Context: an optimization exercise on an open-source flow, tuned for small area, a short achievable clock period and few clock cycles per item. The choices shown serve that exercise and are no tape-out recipe. Where RTL was checked, it was by simulation tests only, not by an equivalence proof against the original. Power figures rest on the tool's default switching activity, not on a simulated workload.

==> flow/design.v <==
`timescale 1ns / 1ps
module axi_stream_insert_header#(
    parameter DATA_WD = 32,
    parameter DATA_BYTE_WD = DATA_WD / 8,
    parameter BYTE_CNT_WD = $clog2(DATA_BYTE_WD)
    )(
    input                       clk,
    input                       rst_n,
    input                       valid_in,
    input [DATA_WD-1 : 0]       data_in,
    input [DATA_BYTE_WD-1 : 0]  keep_in,
    input                       last_in,
    output                      ready_in,
    output                      valid_out,
    output [DATA_WD-1 : 0]      data_out,
    output [DATA_BYTE_WD-1 : 0] keep_out,
    output                      last_out,
    input                       ready_out,
    input                       valid_insert,
    input [DATA_WD-1 : 0]       header_insert,
    input [DATA_BYTE_WD-1 : 0]  keep_insert,
    input [BYTE_CNT_WD : 0]     byte_insert_cnt,
    output                      ready_insert
);
localparam NB = DATA_BYTE_WD;
localparam BW = BYTE_CNT_WD;
localparam S_HDR  = 2'd0;    
localparam S_DATA = 2'd1;    
localparam S_TAIL = 2'd2;    
reg [1:0]           state;
reg [BW-1:0]        hcnt;    
reg [BW-1:0]        tcnt;    
reg [DATA_WD-9:0]   carry;   
wire in_hdr  = (state == S_HDR);
wire in_data = (state == S_DATA);
wire in_tail = (state == S_TAIL);
wire hdr_full = keep_insert[NB-1];
reg [BW-1:0] kin;
integer i;
always @(*) begin
    kin = 0;
    for (i = 0; i < NB - 1; i = i + 1)
        kin = kin + keep_in[i];
end
wire [BW:0] tot = hcnt + kin;
wire        ovf = tot[BW];
wire [2*DATA_WD-9:0] joined = {carry, data_in} << (8 * (NB - 1 - hcnt));
wire [DATA_WD-1:0]   window = joined[2*DATA_WD-9 -: DATA_WD];
function [NB-1:0] hmask(input [BW-1:0] n);
    hmask = ~({NB{1'b1}} >> (n + 1));
endfunction
wire end_pkt = in_data & valid_in & last_in & ~ovf;    
assign valid_out    = in_tail | (in_data & valid_in) | (in_hdr & valid_insert & hdr_full);
assign ready_in     = in_data & ready_out;
assign ready_insert = in_hdr ? (~hdr_full | ready_out)
                             : (~hdr_full & ready_out & (in_tail | end_pkt));
assign data_out = in_hdr ? header_insert : window;
assign last_out = in_tail | (in_data & last_in & ~ovf);
assign keep_out = in_tail ? hmask(tcnt) :
                  (in_data & last_in & ~ovf) ? hmask(tot[BW-1:0]) : {NB{1'b1}};
wire take_in  = ready_in & valid_in;
wire take_hdr = ready_insert & valid_insert;
always @(posedge clk or negedge rst_n) begin
    if (!rst_n) begin
        state <= S_HDR;
    end else begin
        case (state)
        S_HDR:
            if (take_hdr)
                state <= S_DATA;
        S_DATA:
            if (take_in && last_in)
                state <= ovf ? S_TAIL : take_hdr ? S_DATA : S_HDR;
        S_TAIL:
            if (ready_out)
                state <= take_hdr ? S_DATA : S_HDR;
        default:
            state <= S_HDR;
        endcase
    end
end
always @(posedge clk) begin
    if (take_hdr) begin
        carry <= header_insert[DATA_WD-9:0];
        hcnt  <= byte_insert_cnt[BW-1:0];
    end else if (take_in) begin
        carry <= data_in[DATA_WD-9:0];
        tcnt  <= tot[BW-1:0];
    end
end
endmodule
clock: 4.5 ns
lec_check: 0
cap_margin: 20
core_margin: 2
core_utilization: 40
place_density: 0.6
slew_margin: 20
run.sh (not shown) runs the stock make flow with config.mk's settings and CLKGATE_MAP_FILE= SYNTH_SCRIPT=/design/flow/synth_recipe.tcl, a recipe that flattens the netlist after the stock synthesis.
The baseline completed with no timing, DRC or antenna violations.
Change:
--- a/flow/design.v
+++ b/flow/design.v
@@ -26,41 +26,41 @@
 localparam BW = BYTE_CNT_WD;
 localparam S_HDR  = 2'd0;    
 localparam S_DATA = 2'd1;    
 localparam S_TAIL = 2'd2;    
 reg [1:0]           state;
 reg [BW-1:0]        hcnt;    
-reg [BW-1:0]        tcnt;    
+reg [1:0]           tkeep;   
 reg [DATA_WD-9:0]   carry;   
 wire in_hdr  = (state == S_HDR);
 wire in_data = (state == S_DATA);
 wire in_tail = (state == S_TAIL);
 wire hdr_full = keep_insert[NB-1];
-reg [BW-1:0] kin;
-integer i;
-always @(*) begin
-    kin = 0;
-    for (i = 0; i < NB - 1; i = i + 1)
-        kin = kin + keep_in[i];
-end
-wire [BW:0] tot = hcnt + kin;
-wire        ovf = tot[BW];
+wire h1 = (hcnt == 2'd1);
+wire h2 = (hcnt == 2'd2);
+wire h3 = (hcnt == 2'd3);
+wire k2 = keep_in[2];
+wire k1 = keep_in[1];
+wire k0 = keep_in[0];
+wire ovf = (h1 & k0) | (h2 & k1) | (h3 & k2);
+wire [NB-2:0] lkeep = {h1 | h2 | h3 | k2,
+                       h2 | h3 | (h1 & k2) | k1,
+                       h3 | (h2 & k2) | (h1 & k1) | k0};
+wire [1:0] nkeep = {(h3 & k1) | (h2 & k0), h3 & k0};
 wire [2*DATA_WD-9:0] joined = {carry, data_in} << (8 * (NB - 1 - hcnt));
 wire [DATA_WD-1:0]   window = joined[2*DATA_WD-9 -: DATA_WD];
-function [NB-1:0] hmask(input [BW-1:0] n);
-    hmask = ~({NB{1'b1}} >> (n + 1));
-endfunction
-wire end_pkt = in_data & valid_in & last_in & ~ovf;    
+wire last_beat = in_data & last_in & ~ovf;      
+wire end_pkt   = last_beat & valid_in;
 assign valid_out    = in_tail | (in_data & valid_in) | (in_hdr & valid_insert & hdr_full);
 assign ready_in     = in_data & ready_out;
 assign ready_insert = in_hdr ? (~hdr_full | ready_out)
                              : (~hdr_full & ready_out & (in_tail | end_pkt));
 assign data_out = in_hdr ? header_insert : window;
-assign last_out = in_tail | (in_data & last_in & ~ovf);
-assign keep_out = in_tail ? hmask(tcnt) :
-                  (in_data & last_in & ~ovf) ? hmask(tot[BW-1:0]) : {NB{1'b1}};
+assign last_out = in_tail | last_beat;
+assign keep_out = in_tail   ? {1'b1, tkeep, 1'b0} :
+                  last_beat ? {1'b1, lkeep} : {NB{1'b1}};
 wire take_in  = ready_in & valid_in;
 wire take_hdr = ready_insert & valid_insert;
 always @(posedge clk or negedge rst_n) begin
     if (!rst_n) begin
         state <= S_HDR;
     end else begin
@@ -82,10 +82,10 @@
 always @(posedge clk) begin
     if (take_hdr) begin
         carry <= header_insert[DATA_WD-9:0];
         hcnt  <= byte_insert_cnt[BW-1:0];
     end else if (take_in) begin
         carry <= data_in[DATA_WD-9:0];
-        tcnt  <= tot[BW-1:0];
+        tkeep <= nkeep;
     end
 end
 endmodule
Cell area rises by 3.2%.
Synthesized area increases by 7.4%.
Synthesized cell count went up by 8.2%.
Power fell by 2.7%.
Fmax is higher by 18%.
Non-clock buffer count shrinks by 2.
Die area is higher by 7.0%.
Clock-buffer cell count is unchanged.
Critical path depth fell by 3.
Utilization falls by 2.6 points.
Wire length is higher by 15%.
No functional check of the RTL was part of any run of this note.

Another version of the RTL of axi_stream_insert_header (not shown whole).
Size: ~430 cells after synthesis, roughly 34 flip-flops, roughly 120 I/O pins, ~2500 sq um of cells after synthesis.
==> module axi_stream_insert_header, before the edit <==
module axi_stream_insert_header#(
    parameter DATA_WD = 32,
    parameter DATA_BYTE_WD = DATA_WD / 8,
    parameter BYTE_CNT_WD = $clog2(DATA_BYTE_WD)
    )(
    input                       clk,
    input                       rst_n,
    input                       valid_in,
    input [DATA_WD-1 : 0]       data_in,
    input [DATA_BYTE_WD-1 : 0]  keep_in,
    input                       last_in,
    output                      ready_in,
    output                      valid_out,
    output [DATA_WD-1 : 0]      data_out,
    output [DATA_BYTE_WD-1 : 0] keep_out,
    output                      last_out,
    input                       ready_out,
    input                       valid_insert,
    input [DATA_WD-1 : 0]       header_insert,
    input [DATA_BYTE_WD-1 : 0]  keep_insert,
    input [BYTE_CNT_WD : 0]     byte_insert_cnt,
    output                      ready_insert
);
localparam NB = DATA_BYTE_WD;
localparam BW = BYTE_CNT_WD;
reg                 in_hdr;
reg                 in_data;
reg                 in_tail;
reg [NB-1:0]        hsel;
reg [NB-2:0]        kfix;
reg [DATA_WD-9:0]   carry;   
wire hdr_full = keep_insert[NB-1];
wire k2 = keep_in[2];
wire k1 = keep_in[1];
wire k0 = keep_in[0];
wire fits = ~((hsel[1] & k0) | (hsel[2] & k1) | (hsel[3] & k2));
reg [DATA_WD-1:0] window;
integer k;
always @(*) begin
    window = {DATA_WD{in_hdr}} & header_insert;
    for (k = 0; k < NB; k = k + 1)
        window = window | ({DATA_WD{hsel[k]}} & ({carry, data_in} >> (8 * k)));
end
wire db = in_data & ~last_in;    
assign data_out  = window;
assign last_out  = in_tail | (in_data & last_in & fits);
assign keep_out  = {1'b1,
                    kfix[2] | db | (in_data & k2),
                    kfix[1] | db | (in_data & k1) | (in_data & hsel[1] & k2),
                    kfix[0] | db | (in_data & k0) | (in_data & hsel[1] & k1) |
                                                    (in_data & hsel[2] & k2)};
assign valid_out    = in_tail | (in_data & valid_in) | (in_hdr & valid_insert & hdr_full);
assign ready_in     = in_data & ready_out;
assign ready_insert = ready_out & (in_hdr | (~hdr_full & (in_tail | (valid_in & last_in & fits))));
wire take_in  = ready_in & valid_in;
wire take_hdr = ready_insert & valid_insert;
wire end_pkt  = take_in & last_in & fits;
wire to_tail  = take_in & last_in & ~fits;
wire          n_data = take_hdr | (in_data & ~end_pkt & ~to_tail);
wire          n_tail = to_tail | (in_tail & ~ready_out);
wire          n_hdr  = ~n_data & ~n_tail;
wire [NB-1:0] n_hsel = take_hdr ? ({{(NB-1){1'b0}}, 1'b1} << byte_insert_cnt[BW-1:0]) :
                       n_hdr    ? {NB{1'b0}} : hsel;
wire [1:0]    tkeep  = {(hsel[3] & k1) | (hsel[2] & k0), hsel[3] & k0};
wire [NB-2:0] n_kfix = {n_hdr | (n_tail & (to_tail ? tkeep[1] : kfix[2])) |
                            (n_data & ~n_hsel[0]),
                        n_hdr | (n_tail & (to_tail ? tkeep[0] : kfix[1])) |
                            (n_data & (n_hsel[2] | n_hsel[3])),
                        n_hdr | (n_data & n_hsel[3])};
always @(posedge clk or negedge rst_n) begin
    if (!rst_n) begin
        in_hdr  <= 1'b1;
        in_data <= 1'b0;
        in_tail <= 1'b0;
        hsel    <= {NB{1'b0}};
        kfix    <= {(NB-1){1'b1}};
    end else begin
        in_hdr  <= n_hdr;
        in_data <= n_data;
        in_tail <= n_tail;
        hsel    <= n_hsel;
        kfix    <= n_kfix;
    end
end
wire hold = ~take_hdr & ~take_in;
always @(posedge clk)
    carry <= ({(DATA_WD-8){take_hdr}} & header_insert[DATA_WD-9:0]) |
             ({(DATA_WD-8){~take_hdr & take_in}} & data_in[DATA_WD-9:0]) |
             ({(DATA_WD-8){hold}} & carry);
endmodule
Settings: LEC_CHECK=0, ABC_AREA=1, CAP_MARGIN=20, CORE_MARGIN=2, CORE_UTILIZATION=40, PLACE_DENSITY=0.6, SETUP_SLACK_MARGIN=1.6, SLEW_MARGIN=20; clock period 4.5 ns.
standard.sh (not shown) runs the stock make flow with config.mk's settings and CLKGATE_MAP_FILE= SYNTH_SCRIPT=/design/flow/synth_recipe.tcl, a recipe that flattens the netlist after the stock synthesis.
==> flow/flow/run.sh <==
#!/bin/bash
# Standard layout, with each port buffered by a small buffer instead of
# the delay cell that buffer_ports picks by default, and a clock tree
# without dummy loads.
set -euo pipefail
export BUFFER_PORTS_ARGS="-buffer_cell sky130_fd_sc_hd__buf_1"
export CTS_ARGS="-sink_clustering_enable -repair_clock_nets -dont_use_dummy_load"
bash standard.sh > standard.log 2>&1
Testbench counts at the start, summed over its fixed seeds: cycles 8,282, bytes 30,700.
Edit:
--- a/flow/design.v
+++ b/flow/design.v
@@ -32,29 +32,31 @@
 reg [DATA_WD-9:0]   carry;   
 wire hdr_full = keep_insert[NB-1];
 wire k2 = keep_in[2];
 wire k1 = keep_in[1];
 wire k0 = keep_in[0];
-wire fits = ~((hsel[1] & k0) | (hsel[2] & k1) | (hsel[3] & k2));
+wire fits = hsel[0] | (hsel[1] & ~k0) | (hsel[2] & ~k1) | (hsel[3] & ~k2);
 reg [DATA_WD-1:0] window;
 integer k;
 always @(*) begin
     window = {DATA_WD{in_hdr}} & header_insert;
     for (k = 0; k < NB; k = k + 1)
         window = window | ({DATA_WD{hsel[k]}} & ({carry, data_in} >> (8 * k)));
 end
 wire db = in_data & ~last_in;    
 assign data_out  = window;
-assign last_out  = in_tail | (in_data & last_in & fits);
+assign last_out  = in_tail | (last_in & fits);
 assign keep_out  = {1'b1,
                     kfix[2] | db | (in_data & k2),
                     kfix[1] | db | (in_data & k1) | (in_data & hsel[1] & k2),
                     kfix[0] | db | (in_data & k0) | (in_data & hsel[1] & k1) |
                                                     (in_data & hsel[2] & k2)};
 assign valid_out    = in_tail | (in_data & valid_in) | (in_hdr & valid_insert & hdr_full);
 assign ready_in     = in_data & ready_out;
-assign ready_insert = ready_out & (in_hdr | (~hdr_full & (in_tail | (valid_in & last_in & fits))));
+assign ready_insert = (in_hdr & ~hdr_full) | (in_hdr & ready_out) |
+                      (~hdr_full & ready_out & in_tail) |
+                      (~hdr_full & ready_out & valid_in & last_in & fits);
 wire take_in  = ready_in & valid_in;
 wire take_hdr = ready_insert & valid_insert;
 wire end_pkt  = take_in & last_in & fits;
 wire to_tail  = take_in & last_in & ~fits;
 wire          n_data = take_hdr | (in_data & ~end_pkt & ~to_tail);
After rerunning: Non-clock buffer count drops by 1. Register-to-register slack is worse by 0.17 ns. Flip-flop and latch count is unchanged. Die area climbs by 2.8%. Total power climbs by 11%. Final cell count climbs by 0.67%. Global-route usage drops by 0.61 points.
Testbench counts after the change, summed over its fixed seeds: cycles 8,282, bytes 30,700.

axi_stream_insert_header with an RTL version that a note above also has.
For scale: ~430 cells after synthesis, about 34 flip-flops, about 120 I/O pins, about 2600 sq um of cells after synthesis.
==> module axi_stream_insert_header, before the edit <==
module axi_stream_insert_header#(
    parameter DATA_WD = 32,
    parameter DATA_BYTE_WD = DATA_WD / 8,
    parameter BYTE_CNT_WD = $clog2(DATA_BYTE_WD)
    )(
    input                       clk,
    input                       rst_n,
    input                       valid_in,
    input [DATA_WD-1 : 0]       data_in,
    input [DATA_BYTE_WD-1 : 0]  keep_in,
    input                       last_in,
    output                      ready_in,
    output                      valid_out,
    output [DATA_WD-1 : 0]      data_out,
    output [DATA_BYTE_WD-1 : 0] keep_out,
    output                      last_out,
    input                       ready_out,
    input                       valid_insert,
    input [DATA_WD-1 : 0]       header_insert,
    input [DATA_BYTE_WD-1 : 0]  keep_insert,
    input [BYTE_CNT_WD : 0]     byte_insert_cnt,
    output                      ready_insert
);
localparam NB = DATA_BYTE_WD;
localparam BW = BYTE_CNT_WD;
reg                 in_hdr;
reg                 in_data;
reg                 in_tail;
reg [NB-1:0]        hsel;
reg [NB-2:0]        kfix;
reg [DATA_WD-9:0]   carry;   
wire hdr_full = keep_insert[NB-1];
wire k2 = keep_in[2];
wire k1 = keep_in[1];
wire k0 = keep_in[0];
wire fits = hsel[0] | (hsel[1] & ~k0) | (hsel[2] & ~k1) | (hsel[3] & ~k2);
reg [DATA_WD-1:0] window;
integer k;
always @(*) begin
    window = {DATA_WD{in_hdr}} & header_insert;
    for (k = 0; k < NB; k = k + 1)
        window = window | ({DATA_WD{hsel[k]}} & ({carry, data_in} >> (8 * k)));
end
wire db = in_data & ~last_in;    
assign data_out  = window;
assign last_out  = in_tail | (last_in & fits);
assign keep_out  = {1'b1,
                    kfix[2] | db | (in_data & k2),
                    kfix[1] | db | (in_data & k1) | (in_data & hsel[1] & k2),
                    kfix[0] | db | (in_data & k0) | (in_data & hsel[1] & k1) |
                                                    (in_data & hsel[2] & k2)};
assign valid_out    = in_tail | (in_data & valid_in) | (in_hdr & valid_insert & hdr_full);
assign ready_in     = in_data & ready_out;
assign ready_insert = (in_hdr & ~hdr_full) | (in_hdr & ready_out) |
                      (~hdr_full & ready_out & in_tail) |
                      (~hdr_full & ready_out & valid_in & last_in & fits);
wire take_in  = ready_in & valid_in;
wire take_hdr = ready_insert & valid_insert;
wire end_pkt  = take_in & last_in & fits;
wire to_tail  = take_in & last_in & ~fits;
wire          n_data = take_hdr | (in_data & ~end_pkt & ~to_tail);
wire          n_tail = to_tail | (in_tail & ~ready_out);
wire          n_hdr  = ~n_data & ~n_tail;
wire [NB-1:0] n_hsel = take_hdr ? ({{(NB-1){1'b0}}, 1'b1} << byte_insert_cnt[BW-1:0]) :
                       n_hdr    ? {NB{1'b0}} : hsel;
wire [1:0]    tkeep  = {(hsel[3] & k1) | (hsel[2] & k0), hsel[3] & k0};
wire [NB-2:0] n_kfix = {n_hdr | (n_tail & (to_tail ? tkeep[1] : kfix[2])) |
                            (n_data & ~n_hsel[0]),
                        n_hdr | (n_tail & (to_tail ? tkeep[0] : kfix[1])) |
                            (n_data & (n_hsel[2] | n_hsel[3])),
                        n_hdr | (n_data & n_hsel[3])};
always @(posedge clk or negedge rst_n) begin
    if (!rst_n) begin
        in_hdr  <= 1'b1;
        in_data <= 1'b0;
        in_tail <= 1'b0;
        hsel    <= {NB{1'b0}};
        kfix    <= {(NB-1){1'b1}};
    end else begin
        in_hdr  <= n_hdr;
        in_data <= n_data;
        in_tail <= n_tail;
        hsel    <= n_hsel;
        kfix    <= n_kfix;
    end
end
wire hold = ~take_hdr & ~take_in;
always @(posedge clk)
    carry <= ({(DATA_WD-8){take_hdr}} & header_insert[DATA_WD-9:0]) |
             ({(DATA_WD-8){~take_hdr & take_in}} & data_in[DATA_WD-9:0]) |
             ({(DATA_WD-8){hold}} & carry);
endmodule
clock: 4.5 ns
lec_check: 0
abc_area: 1
cap_margin: 20
core_margin: 2
core_utilization: 40
place_density: 0.6
setup_slack_margin: 1.9
slew_margin: 20
Scripts as last shown in full above: flow/flow/run.sh
The starting point produced a clean layout.
Testbench counts at the start, summed over its fixed seeds: cycles 8,282, bytes 30,700.
==> next run, changes <==
--- a/flow/design.v
+++ b/flow/design.v
@@ -34,7 +34,7 @@
 wire k2 = keep_in[2];
 wire k1 = keep_in[1];
 wire k0 = keep_in[0];
-wire fits = hsel[0] | (hsel[1] & ~k0) | (hsel[2] & ~k1) | (hsel[3] & ~k2);
+wire fits = ~((hsel[1] & k0) | (hsel[2] & k1) | (hsel[3] & k2));
 reg [DATA_WD-1:0] window;
 integer k;
 always @(*) begin
@@ -44,7 +44,7 @@
 end
 wire db = in_data & ~last_in;    
 assign data_out  = window;
-assign last_out  = in_tail | (last_in & fits);
+assign last_out  = in_tail | (in_data & last_in & fits);
 assign keep_out  = {1'b1,
                     kfix[2] | db | (in_data & k2),
                     kfix[1] | db | (in_data & k1) | (in_data & hsel[1] & k2),
@@ -52,9 +52,7 @@
                                                     (in_data & hsel[2] & k2)};
 assign valid_out    = in_tail | (in_data & valid_in) | (in_hdr & valid_insert & hdr_full);
 assign ready_in     = in_data & ready_out;
-assign ready_insert = (in_hdr & ~hdr_full) | (in_hdr & ready_out) |
-                      (~hdr_full & ready_out & in_tail) |
-                      (~hdr_full & ready_out & valid_in & last_in & fits);
+assign ready_insert = ready_out & (in_hdr | (~hdr_full & (in_tail | (valid_in & last_in & fits))));
 wire take_in  = ready_in & valid_in;
 wire take_hdr = ready_insert & valid_insert;
 wire end_pkt  = take_in & last_in & fits;
After rerunning: Wire length goes up by 1.0%; sequential share of layout area hardly moves; register-to-register slack gets better by 0.21 ns; clock skew increases by 0.016 ns; worst hold slack improved by 0.0079 ns; setup slack improves by 0.033 ns; via count is lower by 1.9%; critical path depth is unchanged; combinational power drops by about 10%; count of clock-buffer cells in the layout stays the same; cell area is about the same; area after synthesis goes down by 2.8%.
Testbench counts after the change, summed over its fixed seeds: cycles 8,282, bytes 30,700.

static timing again, ports no longer ideal:
Ports are ideal in the flow. The routed layouts listed here were re-timed in OpenROAD. Step 1 assumes that a clkbuf_16 drives the clock port and a buf_2 every other input. Step 2, shift: input delay + t, output delay - t, t = (earliest + latest rising clock arrival at the registers) / 2. This alone moves slack from input paths to output paths. a / b / c = no drivers / after step 1 / after step 2; a / b = the first two.
| run | t (ns) | setup WS [ns] | worst hold slack (ns) | clock arrival spread, ns |
|---|---|---|---|---|
| the first run of note 1 | 0.311 | 0.105 / 0.078 / 0.078 | 0.742 / 0.742 / 0.742 | 0.010 / 0.009 |
| the second run of note 1 | 0.311 | 0.769 / 0.746 / 0.746 | 0.774 / 0.770 / 0.815 | 0.011 / 0.011 |
| the first run of note 2 | 0.299 | 1.792 / 1.762 / 1.845 | 0.468 / 0.468 / 0.468 | 0.021 / 0.021 |
| the second run of note 2 | 0.309 | 1.853 / 1.825 / 1.906 | 0.460 / 0.460 / 0.460 | 0.006 / 0.006 |
| the first run of note 3 | 0.311 | 1.944 / 1.923 / 1.851 | 0.461 / 0.461 / 0.461 | 0.006 / 0.007 |
| the second run of note 3 | 0.301 | 1.978 / 1.958 / 1.958 | 0.468 / 0.468 / 0.468 | 0.022 / 0.022 |
After both steps every run listed still meets setup and hold. For the first run of note 3, which loses most, drivers alone change the setup slack by -0.021 ns; drivers and shift together by -0.093 ns.
